Source: an optimization exercise on an open RTL-to-GDS flow (aim: small area, a short achievable clock period and few clock cycles per item). Production flows keep margins and buffers that such runs may drop.
For this run, only the layout was checked, not whether the RTL still works.

`flow/config.mk`:
```
export PLATFORM = sky130hd
export DESIGN_NAME = numberAnalyzer
export DESIGN_NICKNAME = numberAnalyzer
export VERILOG_FILES = /design/flow/design.v
export SDC_FILE = /design/flow/constraint.sdc
export NUM_CORES = 4
export LEC_CHECK = 0
export CAP_MARGIN = 20
export CORE_MARGIN = 2
export CORE_UTILIZATION = 60
export PLACE_DENSITY = 0.75
export SLEW_MARGIN = 20
```
`flow/constraint.sdc`:
```
create_clock -name core_clock -period 130.0 [get_ports {clk}]
set_input_delay 26.0000 -clock core_clock [delete_from_list [all_inputs] [get_ports {clk}]]
set_output_delay 26.0000 -clock core_clock [all_outputs]
set_load 0.01 [all_outputs]
```
`flow/design.v`:
```
module isEvenNumber(
	output wire result,
	input wire lsb
);
	assign result = ~lsb;
endmodule
module isFibonacci(
	output wire result,
	input wire [31:0] number
);
	function fib_member(input [31:0] n);
		reg [33:0] a, b, t;
		integer i;
		begin
			fib_member = 1'b0;
			a = 34'd0;
			b = 34'd1;
			for (i = 0; i < 48; i = i + 1) begin
				if ({2'b00, n} == a)
					fib_member = 1'b1;
				t = a + b;
				a = b;
				b = t;
			end
		end
	endfunction
	assign result = fib_member(number);
endmodule
module qstep(input wire p, input wire [4:0] q, output wire [4:0] m, output wire c);
	assign m[0] = q[0] & ~p | q[2] & p;
	assign m[1] = q[0] & p | q[3] & ~p;
	assign m[2] = q[1] & ~p | q[3] & p;
	assign m[3] = q[1] & p | q[4] & ~p;
	assign m[4] = q[2] & ~p | q[4] & p;
	assign c = q[3] | q[4] | q[2] & p;
endmodule
module palFront(
	output wire [37:0] state,
	input wire [31:0] number
);
	wire [4:0] f1_m;
	wire f1_c;
	qstep f1(.p(1'b0), .q({1'b0, 1'b0, 1'b0, 1'b0, 1'b1}), .m(f1_m), .c(f1_c));
	wire [4:0] f2_m;
	wire f2_c;
	qstep f2(.p(number[31]), .q({1'b0, 1'b0, 1'b0, 1'b0, f1_m[0]}), .m(f2_m), .c(f2_c));
	wire [4:0] f3_m;
	wire f3_c;
	qstep f3(.p(number[30]), .q({1'b0, 1'b0, 1'b0, f2_m[1], f2_m[0]}), .m(f3_m), .c(f3_c));
	wire [4:0] f4_m;
	wire f4_c;
	qstep f4(.p(number[29]), .q({1'b0, f3_m[3], f3_m[2], f3_m[1], f3_m[0]}), .m(f4_m), .c(f4_c));
	wire [4:0] f5_m;
	wire f5_c;
	qstep f5(.p(1'b0), .q({1'b0, 1'b0, 1'b0, 1'b0, 1'b1}), .m(f5_m), .c(f5_c));
	wire [4:0] f6_m;
	wire f6_c;
	qstep f6(.p(number[28]), .q({f4_m[4], f4_m[3], f4_m[2], f4_m[1], f4_m[0]}), .m(f6_m), .c(f6_c));
	wire [4:0] f7_m;
	wire f7_c;
	qstep f7(.p(f4_c), .q({1'b0, 1'b0, 1'b0, 1'b0, f5_m[0]}), .m(f7_m), .c(f7_c));
	wire [4:0] f8_m;
	wire f8_c;
	qstep f8(.p(number[27]), .q({f6_m[4], f6_m[3], f6_m[2], f6_m[1], f6_m[0]}), .m(f8_m), .c(f8_c));
	wire [4:0] f9_m;
	wire f9_c;
	qstep f9(.p(f6_c), .q({1'b0, 1'b0, 1'b0, f7_m[1], f7_m[0]}), .m(f9_m), .c(f9_c));
	wire [4:0] f10_m;
	wire f10_c;
	qstep f10(.p(number[26]), .q({f8_m[4], f8_m[3], f8_m[2], f8_m[1], f8_m[0]}), .m(f10_m), .c(f10_c));
	wire [4:0] f11_m;
	wire f11_c;
	qstep f11(.p(f8_c), .q({1'b0, f9_m[3], f9_m[2], f9_m[1], f9_m[0]}), .m(f11_m), .c(f11_c));
	wire [4:0] f12_m;
	wire f12_c;
	qstep f12(.p(1'b0), .q({1'b0, 1'b0, 1'b0, 1'b0, 1'b1}), .m(f12_m), .c(f12_c));
	wire [4:0] f13_m;
	wire f13_c;
	qstep f13(.p(number[25]), .q({f10_m[4], f10_m[3], f10_m[2], f10_m[1], f10_m[0]}), .m(f13_m), .c(f13_c));
	wire [4:0] f14_m;
	wire f14_c;
	qstep f14(.p(f10_c), .q({f11_m[4], f11_m[3], f11_m[2], f11_m[1], f11_m[0]}), .m(f14_m), .c(f14_c));
	wire [4:0] f15_m;
	wire f15_c;
	qstep f15(.p(f11_c), .q({1'b0, 1'b0, 1'b0, 1'b0, f12_m[0]}), .m(f15_m), .c(f15_c));
	wire [4:0] f16_m;
	wire f16_c;
	qstep f16(.p(number[24]), .q({f13_m[4], f13_m[3], f13_m[2], f13_m[1], f13_m[0]}), .m(f16_m), .c(f16_c));
	wire [4:0] f17_m;
	wire f17_c;
	qstep f17(.p(f13_c), .q({f14_m[4], f14_m[3], f14_m[2], f14_m[1], f14_m[0]}), .m(f17_m), .c(f17_c));
	wire [4:0] f18_m;
	wire f18_c;
	qstep f18(.p(f14_c), .q({1'b0, 1'b0, 1'b0, f15_m[1], f15_m[0]}), .m(f18_m), .c(f18_c));
	wire [4:0] f19_m;
	wire f19_c;
	qstep f19(.p(number[23]), .q({f16_m[4], f16_m[3], f16_m[2], f16_m[1], f16_m[0]}), .m(f19_m), .c(f19_c));
	wire [4:0] f20_m;
	wire f20_c;
	qstep f20(.p(f16_c), .q({f17_m[4], f17_m[3], f17_m[2], f17_m[1], f17_m[0]}), .m(f20_m), .c(f20_c));
	wire [4:0] f21_m;
	wire f21_c;
	qstep f21(.p(f17_c), .q({1'b0, 1'b0, f18_m[2], f18_m[1], f18_m[0]}), .m(f21_m), .c(f21_c));
	wire [4:0] f22_m;
	wire f22_c;
	qstep f22(.p(1'b0), .q({1'b0, 1'b0, 1'b0, 1'b0, 1'b1}), .m(f22_m), .c(f22_c));
	wire [4:0] f23_m;
	wire f23_c;
	qstep f23(.p(number[22]), .q({f19_m[4], f19_m[3], f19_m[2], f19_m[1], f19_m[0]}), .m(f23_m), .c(f23_c));
	wire [4:0] f24_m;
	wire f24_c;
	qstep f24(.p(f19_c), .q({f20_m[4], f20_m[3], f20_m[2], f20_m[1], f20_m[0]}), .m(f24_m), .c(f24_c));
	wire [4:0] f25_m;
	wire f25_c;
	qstep f25(.p(f20_c), .q({f21_m[4], f21_m[3], f21_m[2], f21_m[1], f21_m[0]}), .m(f25_m), .c(f25_c));
	wire [4:0] f26_m;
	wire f26_c;
	qstep f26(.p(f21_c), .q({1'b0, 1'b0, 1'b0, 1'b0, f22_m[0]}), .m(f26_m), .c(f26_c));
	wire [4:0] f27_m;
	wire f27_c;
	qstep f27(.p(number[21]), .q({f23_m[4], f23_m[3], f23_m[2], f23_m[1], f23_m[0]}), .m(f27_m), .c(f27_c));
	wire [4:0] f28_m;
	wire f28_c;
	qstep f28(.p(f23_c), .q({f24_m[4], f24_m[3], f24_m[2], f24_m[1], f24_m[0]}), .m(f28_m), .c(f28_c));
	wire [4:0] f29_m;
	wire f29_c;
	qstep f29(.p(f24_c), .q({f25_m[4], f25_m[3], f25_m[2], f25_m[1], f25_m[0]}), .m(f29_m), .c(f29_c));
	wire [4:0] f30_m;
	wire f30_c;
	qstep f30(.p(f25_c), .q({1'b0, 1'b0, 1'b0, f26_m[1], f26_m[0]}), .m(f30_m), .c(f30_c));
	wire [4:0] f31_m;
	wire f31_c;
	qstep f31(.p(number[20]), .q({f27_m[4], f27_m[3], f27_m[2], f27_m[1], f27_m[0]}), .m(f31_m), .c(f31_c));
	wire [4:0] f32_m;
	wire f32_c;
	qstep f32(.p(f27_c), .q({f28_m[4], f28_m[3], f28_m[2], f28_m[1], f28_m[0]}), .m(f32_m), .c(f32_c));
	wire [4:0] f33_m;
	wire f33_c;
	qstep f33(.p(f28_c), .q({f29_m[4], f29_m[3], f29_m[2], f29_m[1], f29_m[0]}), .m(f33_m), .c(f33_c));
	wire [4:0] f34_m;
	wire f34_c;
	qstep f34(.p(f29_c), .q({1'b0, 1'b0, f30_m[2], f30_m[1], f30_m[0]}), .m(f34_m), .c(f34_c));
	wire [4:0] f35_m;
	wire f35_c;
	qstep f35(.p(number[19]), .q({f31_m[4], f31_m[3], f31_m[2], f31_m[1], f31_m[0]}), .m(f35_m), .c(f35_c));
	wire [4:0] f36_m;
	wire f36_c;
	qstep f36(.p(f31_c), .q({f32_m[4], f32_m[3], f32_m[2], f32_m[1], f32_m[0]}), .m(f36_m), .c(f36_c));
	wire [4:0] f37_m;
	wire f37_c;
	qstep f37(.p(f32_c), .q({f33_m[4], f33_m[3], f33_m[2], f33_m[1], f33_m[0]}), .m(f37_m), .c(f37_c));
	wire [4:0] f38_m;
	wire f38_c;
	qstep f38(.p(f33_c), .q({f34_m[4], f34_m[3], f34_m[2], f34_m[1], f34_m[0]}), .m(f38_m), .c(f38_c));
	wire [4:0] f39_m;
	wire f39_c;
	qstep f39(.p(1'b0), .q({1'b0, 1'b0, 1'b0, 1'b0, 1'b1}), .m(f39_m), .c(f39_c));
	wire [4:0] f40_m;
	wire f40_c;
	qstep f40(.p(number[18]), .q({f35_m[4], f35_m[3], f35_m[2], f35_m[1], f35_m[0]}), .m(f40_m), .c(f40_c));
	wire [4:0] f41_m;
	wire f41_c;
	qstep f41(.p(f35_c), .q({f36_m[4], f36_m[3], f36_m[2], f36_m[1], f36_m[0]}), .m(f41_m), .c(f41_c));
	wire [4:0] f42_m;
	wire f42_c;
	qstep f42(.p(f36_c), .q({f37_m[4], f37_m[3], f37_m[2], f37_m[1], f37_m[0]}), .m(f42_m), .c(f42_c));
	wire [4:0] f43_m;
	wire f43_c;
	qstep f43(.p(f37_c), .q({f38_m[4], f38_m[3], f38_m[2], f38_m[1], f38_m[0]}), .m(f43_m), .c(f43_c));
	wire [4:0] f44_m;
	wire f44_c;
	qstep f44(.p(f38_c), .q({1'b0, 1'b0, 1'b0, 1'b0, f39_m[0]}), .m(f44_m), .c(f44_c));
	wire [4:0] f45_m;
	wire f45_c;
	qstep f45(.p(number[17]), .q({f40_m[4], f40_m[3], f40_m[2], f40_m[1], f40_m[0]}), .m(f45_m), .c(f45_c));
	wire [4:0] f46_m;
	wire f46_c;
	qstep f46(.p(f40_c), .q({f41_m[4], f41_m[3], f41_m[2], f41_m[1], f41_m[0]}), .m(f46_m), .c(f46_c));
	wire [4:0] f47_m;
	wire f47_c;
	qstep f47(.p(f41_c), .q({f42_m[4], f42_m[3], f42_m[2], f42_m[1], f42_m[0]}), .m(f47_m), .c(f47_c));
	wire [4:0] f48_m;
	wire f48_c;
	qstep f48(.p(f42_c), .q({f43_m[4], f43_m[3], f43_m[2], f43_m[1], f43_m[0]}), .m(f48_m), .c(f48_c));
	wire [4:0] f49_m;
	wire f49_c;
	qstep f49(.p(f43_c), .q({1'b0, 1'b0, 1'b0, f44_m[1], f44_m[0]}), .m(f49_m), .c(f49_c));
	wire [4:0] f50_m;
	wire f50_c;
	qstep f50(.p(number[16]), .q({f45_m[4], f45_m[3], f45_m[2], f45_m[1], f45_m[0]}), .m(f50_m), .c(f50_c));
	wire [4:0] f51_m;
	wire f51_c;
	qstep f51(.p(f45_c), .q({f46_m[4], f46_m[3], f46_m[2], f46_m[1], f46_m[0]}), .m(f51_m), .c(f51_c));
	wire [4:0] f52_m;
	wire f52_c;
	qstep f52(.p(f46_c), .q({f47_m[4], f47_m[3], f47_m[2], f47_m[1], f47_m[0]}), .m(f52_m), .c(f52_c));
	wire [4:0] f53_m;
	wire f53_c;
	qstep f53(.p(f47_c), .q({f48_m[4], f48_m[3], f48_m[2], f48_m[1], f48_m[0]}), .m(f53_m), .c(f53_c));
	wire [4:0] f54_m;
	wire f54_c;
	qstep f54(.p(f48_c), .q({1'b0, f49_m[3], f49_m[2], f49_m[1], f49_m[0]}), .m(f54_m), .c(f54_c));
	wire [4:0] f55_m;
	wire f55_c;
	qstep f55(.p(1'b0), .q({1'b0, 1'b0, 1'b0, 1'b0, 1'b1}), .m(f55_m), .c(f55_c));
	wire [4:0] f56_m;
	wire f56_c;
	qstep f56(.p(number[15]), .q({f50_m[4], f50_m[3], f50_m[2], f50_m[1], f50_m[0]}), .m(f56_m), .c(f56_c));
	wire [4:0] f57_m;
	wire f57_c;
	qstep f57(.p(f50_c), .q({f51_m[4], f51_m[3], f51_m[2], f51_m[1], f51_m[0]}), .m(f57_m), .c(f57_c));
	wire [4:0] f58_m;
	wire f58_c;
	qstep f58(.p(f51_c), .q({f52_m[4], f52_m[3], f52_m[2], f52_m[1], f52_m[0]}), .m(f58_m), .c(f58_c));
	wire [4:0] f59_m;
	wire f59_c;
	qstep f59(.p(f52_c), .q({f53_m[4], f53_m[3], f53_m[2], f53_m[1], f53_m[0]}), .m(f59_m), .c(f59_c));
	wire [4:0] f60_m;
	wire f60_c;
	qstep f60(.p(f53_c), .q({f54_m[4], f54_m[3], f54_m[2], f54_m[1], f54_m[0]}), .m(f60_m), .c(f60_c));
	wire [4:0] f61_m;
	wire f61_c;
	qstep f61(.p(f54_c), .q({1'b0, 1'b0, 1'b0, 1'b0, f55_m[0]}), .m(f61_m), .c(f61_c));
	wire [4:0] f62_m;
	wire f62_c;
	qstep f62(.p(number[14]), .q({f56_m[4], f56_m[3], f56_m[2], f56_m[1], f56_m[0]}), .m(f62_m), .c(f62_c));
	wire [4:0] f63_m;
	wire f63_c;
	qstep f63(.p(f56_c), .q({f57_m[4], f57_m[3], f57_m[2], f57_m[1], f57_m[0]}), .m(f63_m), .c(f63_c));
	wire [4:0] f64_m;
	wire f64_c;
	qstep f64(.p(f57_c), .q({f58_m[4], f58_m[3], f58_m[2], f58_m[1], f58_m[0]}), .m(f64_m), .c(f64_c));
	wire [4:0] f65_m;
	wire f65_c;
	qstep f65(.p(f58_c), .q({f59_m[4], f59_m[3], f59_m[2], f59_m[1], f59_m[0]}), .m(f65_m), .c(f65_c));
	wire [4:0] f66_m;
	wire f66_c;
	qstep f66(.p(f59_c), .q({f60_m[4], f60_m[3], f60_m[2], f60_m[1], f60_m[0]}), .m(f66_m), .c(f66_c));
	wire [4:0] f67_m;
	wire f67_c;
	qstep f67(.p(f60_c), .q({1'b0, 1'b0, 1'b0, f61_m[1], f61_m[0]}), .m(f67_m), .c(f67_c));
	wire [4:0] f68_m;
	wire f68_c;
	qstep f68(.p(number[13]), .q({f62_m[4], f62_m[3], f62_m[2], f62_m[1], f62_m[0]}), .m(f68_m), .c(f68_c));
	wire [4:0] f69_m;
	wire f69_c;
	qstep f69(.p(f62_c), .q({f63_m[4], f63_m[3], f63_m[2], f63_m[1], f63_m[0]}), .m(f69_m), .c(f69_c));
	wire [4:0] f70_m;
	wire f70_c;
	qstep f70(.p(f63_c), .q({f64_m[4], f64_m[3], f64_m[2], f64_m[1], f64_m[0]}), .m(f70_m), .c(f70_c));
	wire [4:0] f71_m;
	wire f71_c;
	qstep f71(.p(f64_c), .q({f65_m[4], f65_m[3], f65_m[2], f65_m[1], f65_m[0]}), .m(f71_m), .c(f71_c));
	wire [4:0] f72_m;
	wire f72_c;
	qstep f72(.p(f65_c), .q({f66_m[4], f66_m[3], f66_m[2], f66_m[1], f66_m[0]}), .m(f72_m), .c(f72_c));
	wire [4:0] f73_m;
	wire f73_c;
	qstep f73(.p(f66_c), .q({1'b0, 1'b0, f67_m[2], f67_m[1], f67_m[0]}), .m(f73_m), .c(f73_c));
	wire [4:0] f74_m;
	wire f74_c;
	qstep f74(.p(1'b0), .q({1'b0, 1'b0, 1'b0, 1'b0, 1'b1}), .m(f74_m), .c(f74_c));
	wire [4:0] f75_m;
	wire f75_c;
	qstep f75(.p(number[12]), .q({f68_m[4], f68_m[3], f68_m[2], f68_m[1], f68_m[0]}), .m(f75_m), .c(f75_c));
	wire [4:0] f76_m;
	wire f76_c;
	qstep f76(.p(f68_c), .q({f69_m[4], f69_m[3], f69_m[2], f69_m[1], f69_m[0]}), .m(f76_m), .c(f76_c));
	wire [4:0] f77_m;
	wire f77_c;
	qstep f77(.p(f69_c), .q({f70_m[4], f70_m[3], f70_m[2], f70_m[1], f70_m[0]}), .m(f77_m), .c(f77_c));
	wire [4:0] f78_m;
	wire f78_c;
	qstep f78(.p(f70_c), .q({f71_m[4], f71_m[3], f71_m[2], f71_m[1], f71_m[0]}), .m(f78_m), .c(f78_c));
	wire [4:0] f79_m;
	wire f79_c;
	qstep f79(.p(f71_c), .q({f72_m[4], f72_m[3], f72_m[2], f72_m[1], f72_m[0]}), .m(f79_m), .c(f79_c));
	wire [4:0] f80_m;
	wire f80_c;
	qstep f80(.p(f72_c), .q({f73_m[4], f73_m[3], f73_m[2], f73_m[1], f73_m[0]}), .m(f80_m), .c(f80_c));
	wire [4:0] f81_m;
	wire f81_c;
	qstep f81(.p(f73_c), .q({1'b0, 1'b0, 1'b0, 1'b0, f74_m[0]}), .m(f81_m), .c(f81_c));
	wire f82 = f75_m[1] | f75_m[3];
	wire f83 = f75_m[2] | f75_m[3];
	wire f84 = f76_m[1] | f76_m[3];
	wire f85 = f76_m[2] | f76_m[3];
	wire f86 = f77_m[1] | f77_m[3];
	wire f87 = f77_m[2] | f77_m[3];
	wire f88 = f78_m[1] | f78_m[3];
	wire f89 = f78_m[2] | f78_m[3];
	wire f90 = f79_m[1] | f79_m[3];
	wire f91 = f79_m[2] | f79_m[3];
	wire f92 = f80_m[1] | f80_m[3];
	wire f93 = f80_m[2] | f80_m[3];
	assign state = {f81_m[1], f81_m[0], f80_c, f80_m[4], f93, f92, f79_c, f79_m[4], f91, f90, f78_c, f78_m[4], f89, f88, f77_c, f77_m[4], f87, f86, f76_c, f76_m[4], f85, f84, f75_c, f75_m[4], f83, f82, number[11], number[10], number[9], number[8], number[7], number[6], number[5], number[4], number[3], number[2], number[1], number[0]};
endmodule
module palBack(
	output wire result,
	input wire [37:0] state
);
	wire b1 = ~(state[12] | state[13] | state[14]);
	wire b2 = state[12] & ~state[13];
	wire b3 = state[13] & ~state[12];
	wire b4 = state[13] & state[12];
	wire b5 = ~(state[16] | state[17] | state[18]);
	wire b6 = state[16] & ~state[17];
	wire b7 = state[17] & ~state[16];
	wire b8 = state[17] & state[16];
	wire b9 = ~(state[20] | state[21] | state[22]);
	wire b10 = state[20] & ~state[21];
	wire b11 = state[21] & ~state[20];
	wire b12 = state[21] & state[20];
	wire b13 = ~(state[24] | state[25] | state[26]);
	wire b14 = state[24] & ~state[25];
	wire b15 = state[25] & ~state[24];
	wire b16 = state[25] & state[24];
	wire b17 = ~(state[28] | state[29] | state[30]);
	wire b18 = state[28] & ~state[29];
	wire b19 = state[29] & ~state[28];
	wire b20 = state[29] & state[28];
	wire b21 = ~(state[32] | state[33] | state[34]);
	wire b22 = state[32] & ~state[33];
	wire b23 = state[33] & ~state[32];
	wire b24 = state[33] & state[32];
	wire [4:0] b25_m;
	wire b25_c;
	qstep b25(.p(state[11]), .q({state[14], b4, b3, b2, b1}), .m(b25_m), .c(b25_c));
	wire [4:0] b26_m;
	wire b26_c;
	qstep b26(.p(state[15]), .q({state[18], b8, b7, b6, b5}), .m(b26_m), .c(b26_c));
	wire [4:0] b27_m;
	wire b27_c;
	qstep b27(.p(state[19]), .q({state[22], b12, b11, b10, b9}), .m(b27_m), .c(b27_c));
	wire [4:0] b28_m;
	wire b28_c;
	qstep b28(.p(state[23]), .q({state[26], b16, b15, b14, b13}), .m(b28_m), .c(b28_c));
	wire [4:0] b29_m;
	wire b29_c;
	qstep b29(.p(state[27]), .q({state[30], b20, b19, b18, b17}), .m(b29_m), .c(b29_c));
	wire [4:0] b30_m;
	wire b30_c;
	qstep b30(.p(state[31]), .q({state[34], b24, b23, b22, b21}), .m(b30_m), .c(b30_c));
	wire [4:0] b31_m;
	wire b31_c;
	qstep b31(.p(state[35]), .q({1'b0, 1'b0, 1'b0, state[37], state[36]}), .m(b31_m), .c(b31_c));
	wire [4:0] b32_m;
	wire b32_c;
	qstep b32(.p(state[10]), .q({b25_m[4], b25_m[3], b25_m[2], b25_m[1], b25_m[0]}), .m(b32_m), .c(b32_c));
	wire [4:0] b33_m;
	wire b33_c;
	qstep b33(.p(b25_c), .q({b26_m[4], b26_m[3], b26_m[2], b26_m[1], b26_m[0]}), .m(b33_m), .c(b33_c));
	wire [4:0] b34_m;
	wire b34_c;
	qstep b34(.p(b26_c), .q({b27_m[4], b27_m[3], b27_m[2], b27_m[1], b27_m[0]}), .m(b34_m), .c(b34_c));
	wire [4:0] b35_m;
	wire b35_c;
	qstep b35(.p(b27_c), .q({b28_m[4], b28_m[3], b28_m[2], b28_m[1], b28_m[0]}), .m(b35_m), .c(b35_c));
	wire [4:0] b36_m;
	wire b36_c;
	qstep b36(.p(b28_c), .q({b29_m[4], b29_m[3], b29_m[2], b29_m[1], b29_m[0]}), .m(b36_m), .c(b36_c));
	wire [4:0] b37_m;
	wire b37_c;
	qstep b37(.p(b29_c), .q({b30_m[4], b30_m[3], b30_m[2], b30_m[1], b30_m[0]}), .m(b37_m), .c(b37_c));
	wire [4:0] b38_m;
	wire b38_c;
	qstep b38(.p(b30_c), .q({1'b0, 1'b0, b31_m[2], b31_m[1], b31_m[0]}), .m(b38_m), .c(b38_c));
	wire [4:0] b39_m;
	wire b39_c;
	qstep b39(.p(state[9]), .q({b32_m[4], b32_m[3], b32_m[2], b32_m[1], b32_m[0]}), .m(b39_m), .c(b39_c));
	wire [4:0] b40_m;
	wire b40_c;
	qstep b40(.p(b32_c), .q({b33_m[4], b33_m[3], b33_m[2], b33_m[1], b33_m[0]}), .m(b40_m), .c(b40_c));
	wire [4:0] b41_m;
	wire b41_c;
	qstep b41(.p(b33_c), .q({b34_m[4], b34_m[3], b34_m[2], b34_m[1], b34_m[0]}), .m(b41_m), .c(b41_c));
	wire [4:0] b42_m;
	wire b42_c;
	qstep b42(.p(b34_c), .q({b35_m[4], b35_m[3], b35_m[2], b35_m[1], b35_m[0]}), .m(b42_m), .c(b42_c));
	wire [4:0] b43_m;
	wire b43_c;
	qstep b43(.p(b35_c), .q({b36_m[4], b36_m[3], b36_m[2], b36_m[1], b36_m[0]}), .m(b43_m), .c(b43_c));
	wire [4:0] b44_m;
	wire b44_c;
	qstep b44(.p(b36_c), .q({b37_m[4], b37_m[3], b37_m[2], b37_m[1], b37_m[0]}), .m(b44_m), .c(b44_c));
	wire [4:0] b45_m;
	wire b45_c;
	qstep b45(.p(b37_c), .q({b38_m[4], b38_m[3], b38_m[2], b38_m[1], b38_m[0]}), .m(b45_m), .c(b45_c));
	wire [4:0] b46_m;
	wire b46_c;
	qstep b46(.p(1'b0), .q({1'b0, 1'b0, 1'b0, 1'b0, 1'b1}), .m(b46_m), .c(b46_c));
	wire [4:0] b47_m;
	wire b47_c;
	qstep b47(.p(state[8]), .q({b39_m[4], b39_m[3], b39_m[2], b39_m[1], b39_m[0]}), .m(b47_m), .c(b47_c));
	wire [4:0] b48_m;
	wire b48_c;
	qstep b48(.p(b39_c), .q({b40_m[4], b40_m[3], b40_m[2], b40_m[1], b40_m[0]}), .m(b48_m), .c(b48_c));
	wire [4:0] b49_m;
	wire b49_c;
	qstep b49(.p(b40_c), .q({b41_m[4], b41_m[3], b41_m[2], b41_m[1], b41_m[0]}), .m(b49_m), .c(b49_c));
	wire [4:0] b50_m;
	wire b50_c;
	qstep b50(.p(b41_c), .q({b42_m[4], b42_m[3], b42_m[2], b42_m[1], b42_m[0]}), .m(b50_m), .c(b50_c));
	wire [4:0] b51_m;
	wire b51_c;
	qstep b51(.p(b42_c), .q({b43_m[4], b43_m[3], b43_m[2], b43_m[1], b43_m[0]}), .m(b51_m), .c(b51_c));
	wire [4:0] b52_m;
	wire b52_c;
	qstep b52(.p(b43_c), .q({b44_m[4], b44_m[3], b44_m[2], b44_m[1], b44_m[0]}), .m(b52_m), .c(b52_c));
	wire [4:0] b53_m;
	wire b53_c;
	qstep b53(.p(b44_c), .q({b45_m[4], b45_m[3], b45_m[2], b45_m[1], b45_m[0]}), .m(b53_m), .c(b53_c));
	wire [4:0] b54_m;
	wire b54_c;
	qstep b54(.p(b45_c), .q({1'b0, 1'b0, 1'b0, 1'b0, b46_m[0]}), .m(b54_m), .c(b54_c));
	wire [4:0] b55_m;
	wire b55_c;
	qstep b55(.p(state[7]), .q({b47_m[4], b47_m[3], b47_m[2], b47_m[1], b47_m[0]}), .m(b55_m), .c(b55_c));
	wire [4:0] b56_m;
	wire b56_c;
	qstep b56(.p(b47_c), .q({b48_m[4], b48_m[3], b48_m[2], b48_m[1], b48_m[0]}), .m(b56_m), .c(b56_c));
	wire [4:0] b57_m;
	wire b57_c;
	qstep b57(.p(b48_c), .q({b49_m[4], b49_m[3], b49_m[2], b49_m[1], b49_m[0]}), .m(b57_m), .c(b57_c));
	wire [4:0] b58_m;
	wire b58_c;
	qstep b58(.p(b49_c), .q({b50_m[4], b50_m[3], b50_m[2], b50_m[1], b50_m[0]}), .m(b58_m), .c(b58_c));
	wire [4:0] b59_m;
	wire b59_c;
	qstep b59(.p(b50_c), .q({b51_m[4], b51_m[3], b51_m[2], b51_m[1], b51_m[0]}), .m(b59_m), .c(b59_c));
	wire [4:0] b60_m;
	wire b60_c;
	qstep b60(.p(b51_c), .q({b52_m[4], b52_m[3], b52_m[2], b52_m[1], b52_m[0]}), .m(b60_m), .c(b60_c));
	wire [4:0] b61_m;
	wire b61_c;
	qstep b61(.p(b52_c), .q({b53_m[4], b53_m[3], b53_m[2], b53_m[1], b53_m[0]}), .m(b61_m), .c(b61_c));
	wire [4:0] b62_m;
	wire b62_c;
	qstep b62(.p(b53_c), .q({1'b0, 1'b0, 1'b0, b54_m[1], b54_m[0]}), .m(b62_m), .c(b62_c));
	wire [4:0] b63_m;
	wire b63_c;
	qstep b63(.p(state[6]), .q({b55_m[4], b55_m[3], b55_m[2], b55_m[1], b55_m[0]}), .m(b63_m), .c(b63_c));
	wire [4:0] b64_m;
	wire b64_c;
	qstep b64(.p(b55_c), .q({b56_m[4], b56_m[3], b56_m[2], b56_m[1], b56_m[0]}), .m(b64_m), .c(b64_c));
	wire [4:0] b65_m;
	wire b65_c;
	qstep b65(.p(b56_c), .q({b57_m[4], b57_m[3], b57_m[2], b57_m[1], b57_m[0]}), .m(b65_m), .c(b65_c));
	wire [4:0] b66_m;
	wire b66_c;
	qstep b66(.p(b57_c), .q({b58_m[4], b58_m[3], b58_m[2], b58_m[1], b58_m[0]}), .m(b66_m), .c(b66_c));
	wire [4:0] b67_m;
	wire b67_c;
	qstep b67(.p(b58_c), .q({b59_m[4], b59_m[3], b59_m[2], b59_m[1], b59_m[0]}), .m(b67_m), .c(b67_c));
	wire [4:0] b68_m;
	wire b68_c;
	qstep b68(.p(b59_c), .q({b60_m[4], b60_m[3], b60_m[2], b60_m[1], b60_m[0]}), .m(b68_m), .c(b68_c));
	wire [4:0] b69_m;
	wire b69_c;
	qstep b69(.p(b60_c), .q({b61_m[4], b61_m[3], b61_m[2], b61_m[1], b61_m[0]}), .m(b69_m), .c(b69_c));
	wire [4:0] b70_m;
	wire b70_c;
	qstep b70(.p(b61_c), .q({1'b0, b62_m[3], b62_m[2], b62_m[1], b62_m[0]}), .m(b70_m), .c(b70_c));
	wire [4:0] b71_m;
	wire b71_c;
	qstep b71(.p(1'b0), .q({1'b0, 1'b0, 1'b0, 1'b0, 1'b1}), .m(b71_m), .c(b71_c));
	wire [4:0] b72_m;
	wire b72_c;
	qstep b72(.p(state[5]), .q({b63_m[4], b63_m[3], b63_m[2], b63_m[1], b63_m[0]}), .m(b72_m), .c(b72_c));
	wire [4:0] b73_m;
	wire b73_c;
	qstep b73(.p(b63_c), .q({b64_m[4], b64_m[3], b64_m[2], b64_m[1], b64_m[0]}), .m(b73_m), .c(b73_c));
	wire [4:0] b74_m;
	wire b74_c;
	qstep b74(.p(b64_c), .q({b65_m[4], b65_m[3], b65_m[2], b65_m[1], b65_m[0]}), .m(b74_m), .c(b74_c));
	wire [4:0] b75_m;
	wire b75_c;
	qstep b75(.p(b65_c), .q({b66_m[4], b66_m[3], b66_m[2], b66_m[1], b66_m[0]}), .m(b75_m), .c(b75_c));
	wire [4:0] b76_m;
	wire b76_c;
	qstep b76(.p(b66_c), .q({b67_m[4], b67_m[3], b67_m[2], b67_m[1], b67_m[0]}), .m(b76_m), .c(b76_c));
	wire [4:0] b77_m;
	wire b77_c;
	qstep b77(.p(b67_c), .q({b68_m[4], b68_m[3], b68_m[2], b68_m[1], b68_m[0]}), .m(b77_m), .c(b77_c));
	wire [4:0] b78_m;
	wire b78_c;
	qstep b78(.p(b68_c), .q({b69_m[4], b69_m[3], b69_m[2], b69_m[1], b69_m[0]}), .m(b78_m), .c(b78_c));
	wire [4:0] b79_m;
	wire b79_c;
	qstep b79(.p(b69_c), .q({b70_m[4], b70_m[3], b70_m[2], b70_m[1], b70_m[0]}), .m(b79_m), .c(b79_c));
	wire [4:0] b80_m;
	wire b80_c;
	qstep b80(.p(b70_c), .q({1'b0, 1'b0, 1'b0, 1'b0, b71_m[0]}), .m(b80_m), .c(b80_c));
	wire [4:0] b81_m;
	wire b81_c;
	qstep b81(.p(state[4]), .q({b72_m[4], b72_m[3], b72_m[2], b72_m[1], b72_m[0]}), .m(b81_m), .c(b81_c));
	wire [4:0] b82_m;
	wire b82_c;
	qstep b82(.p(b72_c), .q({b73_m[4], b73_m[3], b73_m[2], b73_m[1], b73_m[0]}), .m(b82_m), .c(b82_c));
	wire [4:0] b83_m;
	wire b83_c;
	qstep b83(.p(b73_c), .q({b74_m[4], b74_m[3], b74_m[2], b74_m[1], b74_m[0]}), .m(b83_m), .c(b83_c));
	wire [4:0] b84_m;
	wire b84_c;
	qstep b84(.p(b74_c), .q({b75_m[4], b75_m[3], b75_m[2], b75_m[1], b75_m[0]}), .m(b84_m), .c(b84_c));
	wire [4:0] b85_m;
	wire b85_c;
	qstep b85(.p(b75_c), .q({b76_m[4], b76_m[3], b76_m[2], b76_m[1], b76_m[0]}), .m(b85_m), .c(b85_c));
	wire [4:0] b86_m;
	wire b86_c;
	qstep b86(.p(b76_c), .q({b77_m[4], b77_m[3], b77_m[2], b77_m[1], b77_m[0]}), .m(b86_m), .c(b86_c));
	wire [4:0] b87_m;
	wire b87_c;
	qstep b87(.p(b77_c), .q({b78_m[4], b78_m[3], b78_m[2], b78_m[1], b78_m[0]}), .m(b87_m), .c(b87_c));
	wire [4:0] b88_m;
	wire b88_c;
	qstep b88(.p(b78_c), .q({b79_m[4], b79_m[3], b79_m[2], b79_m[1], b79_m[0]}), .m(b88_m), .c(b88_c));
	wire [4:0] b89_m;
	wire b89_c;
	qstep b89(.p(b79_c), .q({1'b0, 1'b0, 1'b0, b80_m[1], b80_m[0]}), .m(b89_m), .c(b89_c));
	wire [4:0] b90_m;
	wire b90_c;
	qstep b90(.p(state[3]), .q({b81_m[4], b81_m[3], b81_m[2], b81_m[1], b81_m[0]}), .m(b90_m), .c(b90_c));
	wire [4:0] b91_m;
	wire b91_c;
	qstep b91(.p(b81_c), .q({b82_m[4], b82_m[3], b82_m[2], b82_m[1], b82_m[0]}), .m(b91_m), .c(b91_c));
	wire [4:0] b92_m;
	wire b92_c;
	qstep b92(.p(b82_c), .q({b83_m[4], b83_m[3], b83_m[2], b83_m[1], b83_m[0]}), .m(b92_m), .c(b92_c));
	wire [4:0] b93_m;
	wire b93_c;
	qstep b93(.p(b83_c), .q({b84_m[4], b84_m[3], b84_m[2], b84_m[1], b84_m[0]}), .m(b93_m), .c(b93_c));
	wire [4:0] b94_m;
	wire b94_c;
	qstep b94(.p(b84_c), .q({b85_m[4], b85_m[3], b85_m[2], b85_m[1], b85_m[0]}), .m(b94_m), .c(b94_c));
	wire [4:0] b95_m;
	wire b95_c;
	qstep b95(.p(b85_c), .q({b86_m[4], b86_m[3], b86_m[2], b86_m[1], b86_m[0]}), .m(b95_m), .c(b95_c));
	wire [4:0] b96_m;
	wire b96_c;
	qstep b96(.p(b86_c), .q({b87_m[4], b87_m[3], b87_m[2], b87_m[1], b87_m[0]}), .m(b96_m), .c(b96_c));
	wire [4:0] b97_m;
	wire b97_c;
	qstep b97(.p(b87_c), .q({b88_m[4], b88_m[3], b88_m[2], b88_m[1], b88_m[0]}), .m(b97_m), .c(b97_c));
	wire [4:0] b98_m;
	wire b98_c;
	qstep b98(.p(b88_c), .q({1'b0, 1'b0, b89_m[2], b89_m[1], b89_m[0]}), .m(b98_m), .c(b98_c));
	wire [4:0] b99_m;
	wire b99_c;
	qstep b99(.p(1'b0), .q({1'b0, 1'b0, 1'b0, 1'b0, 1'b1}), .m(b99_m), .c(b99_c));
	wire [4:0] b100_m;
	wire b100_c;
	qstep b100(.p(state[2]), .q({b90_m[4], b90_m[3], b90_m[2], b90_m[1], b90_m[0]}), .m(b100_m), .c(b100_c));
	wire [4:0] b101_m;
	wire b101_c;
	qstep b101(.p(b90_c), .q({b91_m[4], b91_m[3], b91_m[2], b91_m[1], b91_m[0]}), .m(b101_m), .c(b101_c));
	wire [4:0] b102_m;
	wire b102_c;
	qstep b102(.p(b91_c), .q({b92_m[4], b92_m[3], b92_m[2], b92_m[1], b92_m[0]}), .m(b102_m), .c(b102_c));
	wire [4:0] b103_m;
	wire b103_c;
	qstep b103(.p(b92_c), .q({b93_m[4], b93_m[3], b93_m[2], b93_m[1], b93_m[0]}), .m(b103_m), .c(b103_c));
	wire [4:0] b104_m;
	wire b104_c;
	qstep b104(.p(b93_c), .q({b94_m[4], b94_m[3], b94_m[2], b94_m[1], b94_m[0]}), .m(b104_m), .c(b104_c));
	wire [4:0] b105_m;
	wire b105_c;
	qstep b105(.p(b94_c), .q({b95_m[4], b95_m[3], b95_m[2], b95_m[1], b95_m[0]}), .m(b105_m), .c(b105_c));
	wire [4:0] b106_m;
	wire b106_c;
	qstep b106(.p(b95_c), .q({b96_m[4], b96_m[3], b96_m[2], b96_m[1], b96_m[0]}), .m(b106_m), .c(b106_c));
	wire [4:0] b107_m;
	wire b107_c;
	qstep b107(.p(b96_c), .q({b97_m[4], b97_m[3], b97_m[2], b97_m[1], b97_m[0]}), .m(b107_m), .c(b107_c));
	wire [4:0] b108_m;
	wire b108_c;
	qstep b108(.p(b97_c), .q({b98_m[4], b98_m[3], b98_m[2], b98_m[1], b98_m[0]}), .m(b108_m), .c(b108_c));
	wire [4:0] b109_m;
	wire b109_c;
	qstep b109(.p(b98_c), .q({1'b0, 1'b0, 1'b0, 1'b0, b99_m[0]}), .m(b109_m), .c(b109_c));
	wire [4:0] b110_m;
	wire b110_c;
	qstep b110(.p(state[1]), .q({b100_m[4], b100_m[3], b100_m[2], b100_m[1], b100_m[0]}), .m(b110_m), .c(b110_c));
	wire [4:0] b111_m;
	wire b111_c;
	qstep b111(.p(b100_c), .q({b101_m[4], b101_m[3], b101_m[2], b101_m[1], b101_m[0]}), .m(b111_m), .c(b111_c));
	wire [4:0] b112_m;
	wire b112_c;
	qstep b112(.p(b101_c), .q({b102_m[4], b102_m[3], b102_m[2], b102_m[1], b102_m[0]}), .m(b112_m), .c(b112_c));
	wire [4:0] b113_m;
	wire b113_c;
	qstep b113(.p(b102_c), .q({b103_m[4], b103_m[3], b103_m[2], b103_m[1], b103_m[0]}), .m(b113_m), .c(b113_c));
	wire [4:0] b114_m;
	wire b114_c;
	qstep b114(.p(b103_c), .q({b104_m[4], b104_m[3], b104_m[2], b104_m[1], b104_m[0]}), .m(b114_m), .c(b114_c));
	wire [4:0] b115_m;
	wire b115_c;
	qstep b115(.p(b104_c), .q({b105_m[4], b105_m[3], b105_m[2], b105_m[1], b105_m[0]}), .m(b115_m), .c(b115_c));
	wire [4:0] b116_m;
	wire b116_c;
	qstep b116(.p(b105_c), .q({b106_m[4], b106_m[3], b106_m[2], b106_m[1], b106_m[0]}), .m(b116_m), .c(b116_c));
	wire [4:0] b117_m;
	wire b117_c;
	qstep b117(.p(b106_c), .q({b107_m[4], b107_m[3], b107_m[2], b107_m[1], b107_m[0]}), .m(b117_m), .c(b117_c));
	wire [4:0] b118_m;
	wire b118_c;
	qstep b118(.p(b107_c), .q({b108_m[4], b108_m[3], b108_m[2], b108_m[1], b108_m[0]}), .m(b118_m), .c(b118_c));
	wire [4:0] b119_m;
	wire b119_c;
	qstep b119(.p(b108_c), .q({1'b0, 1'b0, 1'b0, b109_m[1], b109_m[0]}), .m(b119_m), .c(b119_c));
	wire [9:0] z;
	assign z[0] = ~state[0] & b110_m[0];
	assign z[1] = ~b110_c & b111_m[0];
	assign z[2] = ~b111_c & b112_m[0];
	assign z[3] = ~b112_c & b113_m[0];
	assign z[4] = ~b113_c & b114_m[0];
	assign z[5] = ~b114_c & b115_m[0];
	assign z[6] = ~b115_c & b116_m[0];
	assign z[7] = ~b116_c & b117_m[0];
	assign z[8] = ~b117_c & b118_m[0];
	assign z[9] = ~b118_c & b119_m[0];
	wire [10:2] s;
	assign s[2] = ((state[0] ~^ b110_c) & (b110_m[0] & b111_m[0] | b110_m[1] & b111_m[1] | b110_m[2] & b111_m[2] | b110_m[3] & b111_m[3] | b110_m[4] & b111_m[4]));
	assign s[3] = ((state[0] ~^ b111_c) & (b110_m[0] & b112_m[0] | b110_m[1] & b112_m[1] | b110_m[2] & b112_m[2] | b110_m[3] & b112_m[3] | b110_m[4] & b112_m[4]));
	assign s[4] = ((state[0] ~^ b112_c) & (b110_m[0] & b113_m[0] | b110_m[1] & b113_m[1] | b110_m[2] & b113_m[2] | b110_m[3] & b113_m[3] | b110_m[4] & b113_m[4])) & ((b110_c ~^ b111_c) & (b111_m[0] & b112_m[0] | b111_m[1] & b112_m[1] | b111_m[2] & b112_m[2] | b111_m[3] & b112_m[3] | b111_m[4] & b112_m[4]));
	assign s[5] = ((state[0] ~^ b113_c) & (b110_m[0] & b114_m[0] | b110_m[1] & b114_m[1] | b110_m[2] & b114_m[2] | b110_m[3] & b114_m[3] | b110_m[4] & b114_m[4])) & ((b110_c ~^ b112_c) & (b111_m[0] & b113_m[0] | b111_m[1] & b113_m[1] | b111_m[2] & b113_m[2] | b111_m[3] & b113_m[3] | b111_m[4] & b113_m[4]));
	assign s[6] = ((state[0] ~^ b114_c) & (b110_m[0] & b115_m[0] | b110_m[1] & b115_m[1] | b110_m[2] & b115_m[2] | b110_m[3] & b115_m[3] | b110_m[4] & b115_m[4])) & ((b110_c ~^ b113_c) & (b111_m[0] & b114_m[0] | b111_m[1] & b114_m[1] | b111_m[2] & b114_m[2] | b111_m[3] & b114_m[3] | b111_m[4] & b114_m[4])) & ((b111_c ~^ b112_c) & (b112_m[0] & b113_m[0] | b112_m[1] & b113_m[1] | b112_m[2] & b113_m[2] | b112_m[3] & b113_m[3] | b112_m[4] & b113_m[4]));
	assign s[7] = ((state[0] ~^ b115_c) & (b110_m[0] & b116_m[0] | b110_m[1] & b116_m[1] | b110_m[2] & b116_m[2] | b110_m[3] & b116_m[3] | b110_m[4] & b116_m[4])) & ((b110_c ~^ b114_c) & (b111_m[0] & b115_m[0] | b111_m[1] & b115_m[1] | b111_m[2] & b115_m[2] | b111_m[3] & b115_m[3] | b111_m[4] & b115_m[4])) & ((b111_c ~^ b113_c) & (b112_m[0] & b114_m[0] | b112_m[1] & b114_m[1] | b112_m[2] & b114_m[2] | b112_m[3] & b114_m[3] | b112_m[4] & b114_m[4]));
	assign s[8] = ((state[0] ~^ b116_c) & (b110_m[0] & b117_m[0] | b110_m[1] & b117_m[1] | b110_m[2] & b117_m[2] | b110_m[3] & b117_m[3] | b110_m[4] & b117_m[4])) & ((b110_c ~^ b115_c) & (b111_m[0] & b116_m[0] | b111_m[1] & b116_m[1] | b111_m[2] & b116_m[2] | b111_m[3] & b116_m[3] | b111_m[4] & b116_m[4])) & ((b111_c ~^ b114_c) & (b112_m[0] & b115_m[0] | b112_m[1] & b115_m[1] | b112_m[2] & b115_m[2] | b112_m[3] & b115_m[3] | b112_m[4] & b115_m[4])) & ((b112_c ~^ b113_c) & (b113_m[0] & b114_m[0] | b113_m[1] & b114_m[1] | b113_m[2] & b114_m[2] | b113_m[3] & b114_m[3] | b113_m[4] & b114_m[4]));
	assign s[9] = ((state[0] ~^ b117_c) & (b110_m[0] & b118_m[0] | b110_m[1] & b118_m[1] | b110_m[2] & b118_m[2] | b110_m[3] & b118_m[3] | b110_m[4] & b118_m[4])) & ((b110_c ~^ b116_c) & (b111_m[0] & b117_m[0] | b111_m[1] & b117_m[1] | b111_m[2] & b117_m[2] | b111_m[3] & b117_m[3] | b111_m[4] & b117_m[4])) & ((b111_c ~^ b115_c) & (b112_m[0] & b116_m[0] | b112_m[1] & b116_m[1] | b112_m[2] & b116_m[2] | b112_m[3] & b116_m[3] | b112_m[4] & b116_m[4])) & ((b112_c ~^ b114_c) & (b113_m[0] & b115_m[0] | b113_m[1] & b115_m[1] | b113_m[2] & b115_m[2] | b113_m[3] & b115_m[3] | b113_m[4] & b115_m[4]));
	assign s[10] = ((state[0] ~^ b118_c) & (b110_m[0] & b119_m[0] | b110_m[1] & b119_m[1] | b110_m[2] & b119_m[2])) & ((b110_c ~^ b117_c) & (b111_m[0] & b118_m[0] | b111_m[1] & b118_m[1] | b111_m[2] & b118_m[2] | b111_m[3] & b118_m[3] | b111_m[4] & b118_m[4])) & ((b111_c ~^ b116_c) & (b112_m[0] & b117_m[0] | b112_m[1] & b117_m[1] | b112_m[2] & b117_m[2] | b112_m[3] & b117_m[3] | b112_m[4] & b117_m[4])) & ((b112_c ~^ b115_c) & (b113_m[0] & b116_m[0] | b113_m[1] & b116_m[1] | b113_m[2] & b116_m[2] | b113_m[3] & b116_m[3] | b113_m[4] & b116_m[4])) & ((b113_c ~^ b114_c) & (b114_m[0] & b115_m[0] | b114_m[1] & b115_m[1] | b114_m[2] & b115_m[2] | b114_m[3] & b115_m[3] | b114_m[4] & b115_m[4]));
	function pal(input [9:0] z, input [10:2] s);
		integer k;
		begin
			pal = 1'b1;
			for (k = 2; k <= 10; k = k + 1)
				if (!z[k - 1])
					pal = s[k];
		end
	endfunction
	assign result = pal(z, s);
endmodule
module numberAnalyzer(isEven, isFibonacci, isPalindrome, stuckStateEven, stuckStateFibonacci, stuckStatePalindrome, inp, reset, go_i, clk);
	output isEven;
	output isFibonacci;
	output isPalindrome;
	output[1:0] stuckStateEven;
	output[3:0] stuckStateFibonacci;
	output[3:0] stuckStatePalindrome;
	input[31:0] inp;
	input reset;
	input go_i;
	input clk;
	wire fib_w;
	wire [37:0] pal_w;
	isFibonacci ifn(fib_w, inp);
	palFront pf(pal_w, inp);
	reg done;
	reg fib_r;
	reg [37:0] pal_s;
	always @(posedge clk) begin
		done <= ~reset & ~done & go_i;
		fib_r <= fib_w;
		pal_s <= pal_w;
	end
	wire even_r, pal_r;
	isEvenNumber ien(even_r, pal_s[0]);
	palBack pb(pal_r, pal_s);
	assign isEven = done & even_r;
	assign isFibonacci = done & fib_r;
	assign isPalindrome = done & pal_r;
	assign stuckStateEven = {done, done & ~even_r};
	assign stuckStateFibonacci = {done & ~fib_r, {3{done & fib_r}}};
	assign stuckStatePalindrome = {done & pal_r, {2{done & ~pal_r}}, done & pal_r};
endmodule
```
`flow/flow/run.sh`:
```
#!/bin/bash
# Own layout flow: the standard synthesis with an area-oriented ABC script
# (a copy of ORFS's scripts whose ABC script is flow/area.abc; every other
# synthesis step, and so every register and its name, is as standard), then the
# combinational logic is mapped once more with flow/remap.abc (flip-flops kept
# as they are: same instances, names and cells), then the standard layout
# from that netlist with 1x port buffers and a setup repair margin.  Each tool's
# output goes to a log of its own here.
set -euo pipefail
W=$PWD
F=$W/flow
P=${FLOW_PLATFORM:-sky130hd}
R=$W/orfs/results/$P/numberAnalyzer/base
LOGS=$W/orfs/logs/$P/numberAnalyzer/base
YOSYS=${YOSYS_EXE:-$FLOW_HOME/../tools/install/yosys/bin/yosys}
[[ -x $YOSYS ]] || YOSYS=yosys

# 1. standard synthesis, ABC script replaced
rm -rf $W/scripts_area
cp -r $FLOW_HOME/scripts $W/scripts_area
cp $F/area.abc $W/scripts_area/abc_speed.script
cp $F/area.abc $W/scripts_area/abc_area.script
bash standard.sh SCRIPTS_DIR=$W/scripts_area synth > $W/flow_synth.log 2>&1

# 2. re-map the combinational logic
cp $R/1_2_yosys.v $W/synth_1_2_yosys.v
printf 'set_driving_cell sky130_fd_sc_hd__buf_1\nset_load 5\n' > $W/remap.constr
export REMAP_IN=$W/synth_1_2_yosys.v
export REMAP_OUT=$W/remap_1_2_yosys.v
export REMAP_LIB=$FLOW_HOME/platforms/$P/lib/sky130_fd_sc_hd__tt_025C_1v80.lib
export REMAP_ABC=$F/remap.abc
export REMAP_CONSTR=$W/remap.constr
export REMAP_TOP=$FLOW_TOP
export REMAP_DONTUSE="$(grep -o -- '-dont_use [^ ]*' $LOGS/1_2_yosys.log | sed 's/-dont_use //' | sort -u | tr '\n' ' ')"
$YOSYS -c $F/remap.tcl > $W/flow_remap.log 2>&1
cp $REMAP_OUT $R/1_2_yosys.v
rm -f $R/1_synth.odb $R/1_synth.sdc

# 3. standard layout from the re-mapped netlist
bash standard.sh BUFFER_PORTS_ARGS="-buffer_cell sky130_fd_sc_hd__buf_1" SETUP_SLACK_MARGIN=90 > $W/flow_layout.log 2>&1
```
`flow/flow/area.abc`:
```
strash
dc2
dch -f
amap -m
topo
stime -c
```
`flow/flow/remap.abc`:
```
strash
&get -n
&dch -f
&if -K 4 -a
&mfs
&st
&put
dch -f
amap -m
topo
stime -c
```
`flow/flow/remap.tcl`:
```
# Re-map the combinational logic of a synthesized netlist with an area-oriented ABC script.
# Flip-flop instances are kept as they are (same names and cell types).
# env: REMAP_IN, REMAP_OUT, REMAP_LIB, REMAP_ABC (script), REMAP_DONTUSE (list), REMAP_TOP
yosys -import
set lib $::env(REMAP_LIB)
read_liberty -ignore_miss_func $lib
# sequential cells stay as instances
read_verilog -defer $::env(REMAP_IN)
hierarchy -top $::env(REMAP_TOP)
setattr -mod -set keep_hierarchy 1 {=t:$_*FF*} %m
flatten
opt_clean -purge
set du {}
foreach c $::env(REMAP_DONTUSE) { lappend du -dont_use $c }
abc -script $::env(REMAP_ABC) -liberty $lib {*}$du -constr $::env(REMAP_CONSTR)
opt_clean -purge
setundef -zero
splitnets
opt_clean -purge
# nets named after the flattened cells' pins
yosys rename -hide w:*.*
hilomap -singleton -hicell sky130_fd_sc_hd__conb_1 HI -locell sky130_fd_sc_hd__conb_1 LO
insbuf -buf sky130_fd_sc_hd__buf_4 A X
opt_clean -purge
select -module $::env(REMAP_TOP)
tee -o $::env(REMAP_OUT).stat stat -liberty $lib
write_verilog -noattr -nohex -nodec -selected $::env(REMAP_OUT)
```
`flow/standard.sh`:
```
#!/bin/bash
# synth_recipe.tcl (not shown) runs the flow's synth.tcl, then flattens the netlist and writes it again
# the make line also repeats each setting of config.mk as NAME=value (left out here)
make -C /OpenROAD-flow-scripts/flow DESIGN_CONFIG=/design/flow/config.mk WORK_HOME=/design/flow/orfs CLKGATE_MAP_FILE= SYNTH_SCRIPT=/design/flow/synth_recipe.tcl "${@:-finish}"
```
==> flow_metrics.env <==
export IMPL_via_count=13947
export IMPL_clk_pin_slew_ns=0.06
export IMPL_drcViolationCount=0
export IMPL_wirelength_met1_mm=13.1
export IMPL_clock_latency_ns=0.29
export IMPL_outcome="finished clean"
export IMPL_die_w_um=132
export IMPL_ctsRootBufferMaster="clkbuf_16"
export IMPL_period_share_pct=26.6
export IMPL_antenna_found_initial=0
export IMPL_grt_total_usage_pct=33.3
export IMPL_port_buffers=47
export IMPL_cts_tree="built"
export IMPL_finalMaxSlewViolations=0
export IMPL_required_ns=104.00
export IMPL_syn_avg_cell_area_um2=5.68
export IMPL_pin_count=48
export IMPL_setup_tns_ns=0
export IMPL_nets=1819
export IMPL_endpoint_kind="output port"
export IMPL_die_area_mm2=0.0175
export IMPL_min_delay_path_class="reg2reg"
export IMPL_skew_ns=0
export IMPL_gp_congestion=1.10
export IMPL_path_max_fanout=8
export IMPL_syn_instance_count=1735
export IMPL_clkSinkCount=40
export IMPL_cts_resized=0
export IMPL_ant_nets=0
export IMPL_core_mm2=0.0159
export IMPL_post_cts_setup_buffer_count=0
export IMPL_rows=46
export IMPL_worst_hold_slack_ns=0.697
export IMPL_max_slew_margin_rel_pct=28.5
export IMPL_grt_pass1_wl_mm=51.4
export IMPL_fp_dieH_um=132
export IMPL_htree_levels=2
export IMPL_via_per_inst=6.97
export IMPL_dp_hpwl_mm=24.5
export IMPL_grt_max_degree=15
export IMPL_first_global_vias=11861
export IMPL_rsz0062_at_grt="false"
export IMPL_hold_viol=0
export IMPL_setup_viol=0
export IMPL_drt_initial_drc_count=1324
export IMPL_ys_warn_count=3
export IMPL_final_area_mm2=0.0104
export IMPL_placed_cell_area_mm2=0.0103
export IMPL_finalWirelength_mm=30.7
export IMPL_synth_cell_area_mm2=0.00985
export IMPL_dr_wl_met3_mm=2.55
export IMPL_cp_data_arrival_time_ns=8.52
export IMPL_synth_fp_nets=1770
export IMPL_wl_met2_mm=14.2
export IMPL_n_antenna_cell=0
export IMPL_layout_drive_gt1_share_pct=0.560
export IMPL_wl_per_cell_um=15.4
export IMPL_fin_crit_ns=34.52
export IMPL_initial_core_util_pct=61.8
export IMPL_cap_violations=0
export IMPL_max_clock_freq_ghz=0.0290
export IMPL_clock_path_buffers=2
export IMPL_gr_total_overflow=0
export IMPL_hold_buffers=0
export IMPL_worst_pin_slew_ns=1.07
export IMPL_crit_type="reg2out"
export IMPL_startpoint_type="flop"
export IMPL_area_growth_pct=5.90
export IMPL_cts_buffers=5
export IMPL_dr_max_layer_used="met4"
export IMPL_first_pass_iters=6
-- layout by cell type, fill, tap and decap left out, types with 3 or more instances in the layout --
cell	n
o21ai_0	64
or4_1	5
a211oi_1	21
clkinv_1	222
o221ai_1	12
a22oi_1	20
o22ai_1	518
clkbuf_16	5
a2111oi_0	3
nor4_1	28
nor2b_1	21
o32ai_1	6
o22a_1	18
a21oi_1	70
a31oi_1	14
o211ai_1	28
nor2_1	279
nand3_1	27
o31ai_1	3
a32oi_1	6
nand4_1	38
nor4b_1	5
or2_0	17
o21a_1	13
buf_1	47
nand2_1	123
nor3_1	80
or3_1	22
dfxtp_1	40
-- area by class of cell --
cell class	instances	area [um^2]
timing repair buffer	49	191
inverter	222	833
clock inverter	3	46.3
sequential	40	801
tap	216	270
fill	1537	5520
multi-input combinational	1466	8160
clock buffer	5	125
-- worst max-delay path, stage by stage (launching register included) --
cell and delay, ns:
dfxtp_1 0.35, o32ai_1 0.61, clkinv_1 0.28, o22a_1 0.30, a211oi_1 0.71, o22ai_1 0.28
o22ai_1 0.31, o22ai_1 0.16, a211oi_1 0.59, clkinv_1 0.30, a211oi_1 0.61, clkinv_1 0.32
a211oi_1 0.59, or2_0 0.21, nand3_1 0.20, a22oi_1 0.48, nor2_1 0.11, or4_1 0.54
nor4_1 0.29, nor2_1 0.08, nor3_1 0.15, a31oi_1 0.06, nor3_1 0.15, nor2_1 0.07
nor3_1 0.28, buf_1 0.20
-- flip-flops by register name, summed over array words and instances, names as in the netlist --
signal and flops:
done 1, pal_s 38, fib_r 1
-- per-layer routing --
layer / vias to the layer above / GRT usage [%]
met3: 97 / 4.96
met5: - / 0
li1: 7035 / -
met4: 0 / 8.64
met1: 6192 / 42.5
met2: 623 / 58.5
-- stage by stage --
stage | instances | util (%) | setup WS (ns)
4_1_cts | 2001 | 65.4 | 95.56
2_1_floorplan | 1735 | - | 96.76
3_3_place_gp | 1993 | 64.3 | 96.41
3_5_place_dp | 1993 | 64.3 | 95.96
6_report | 2001 | 65.4 | 95.48
5_1_grt | 2001 | 65.4 | 94.62
-- path summary, 6_finish.rpt --
path,start,endpoint,slack [ns],depth (start not counted)
setup / recovery,pal_s[12]$_DFF_P_,isPalindrome,95.48,25
hold / removal,done$_DFF_P_,done$_DFF_P_,0.70,3
setup reg to reg,done$_DFF_P_,done$_DFF_P_,129.08,3
hold reg to reg,done$_DFF_P_,done$_DFF_P_,0.70,3

re-timing with driven ports:
No port has a modelled driver above. Below, the same layout with a new extraction and two added sets of constraints.
Step 1: set_driving_cell puts a clkbuf_16 on clk and a buf_2 on each other input, an assumption about the parent block.
Step 2 adds t to the input delays and takes it off the output delays; t is the mean of the earliest and latest rising clock arrival at the registers after step 1. Input paths then give back, and output paths get back, about the clock's delay inside the block.
Slacks: no drivers / after step 1 / after step 2; pairs: no drivers / after step 1.
t (ns): 0.332
slack for setup (ns): 95.483 / 95.438 / 95.769
hold slack, ns: 0.697 / 0.697 / 0.697
worst register clock-pin slew, ns: 0.06 / 0.06
After both steps setup and hold are still met in this run. The setup slack of this run moves by -0.045 ns with the drivers and by +0.286 ns with both steps.
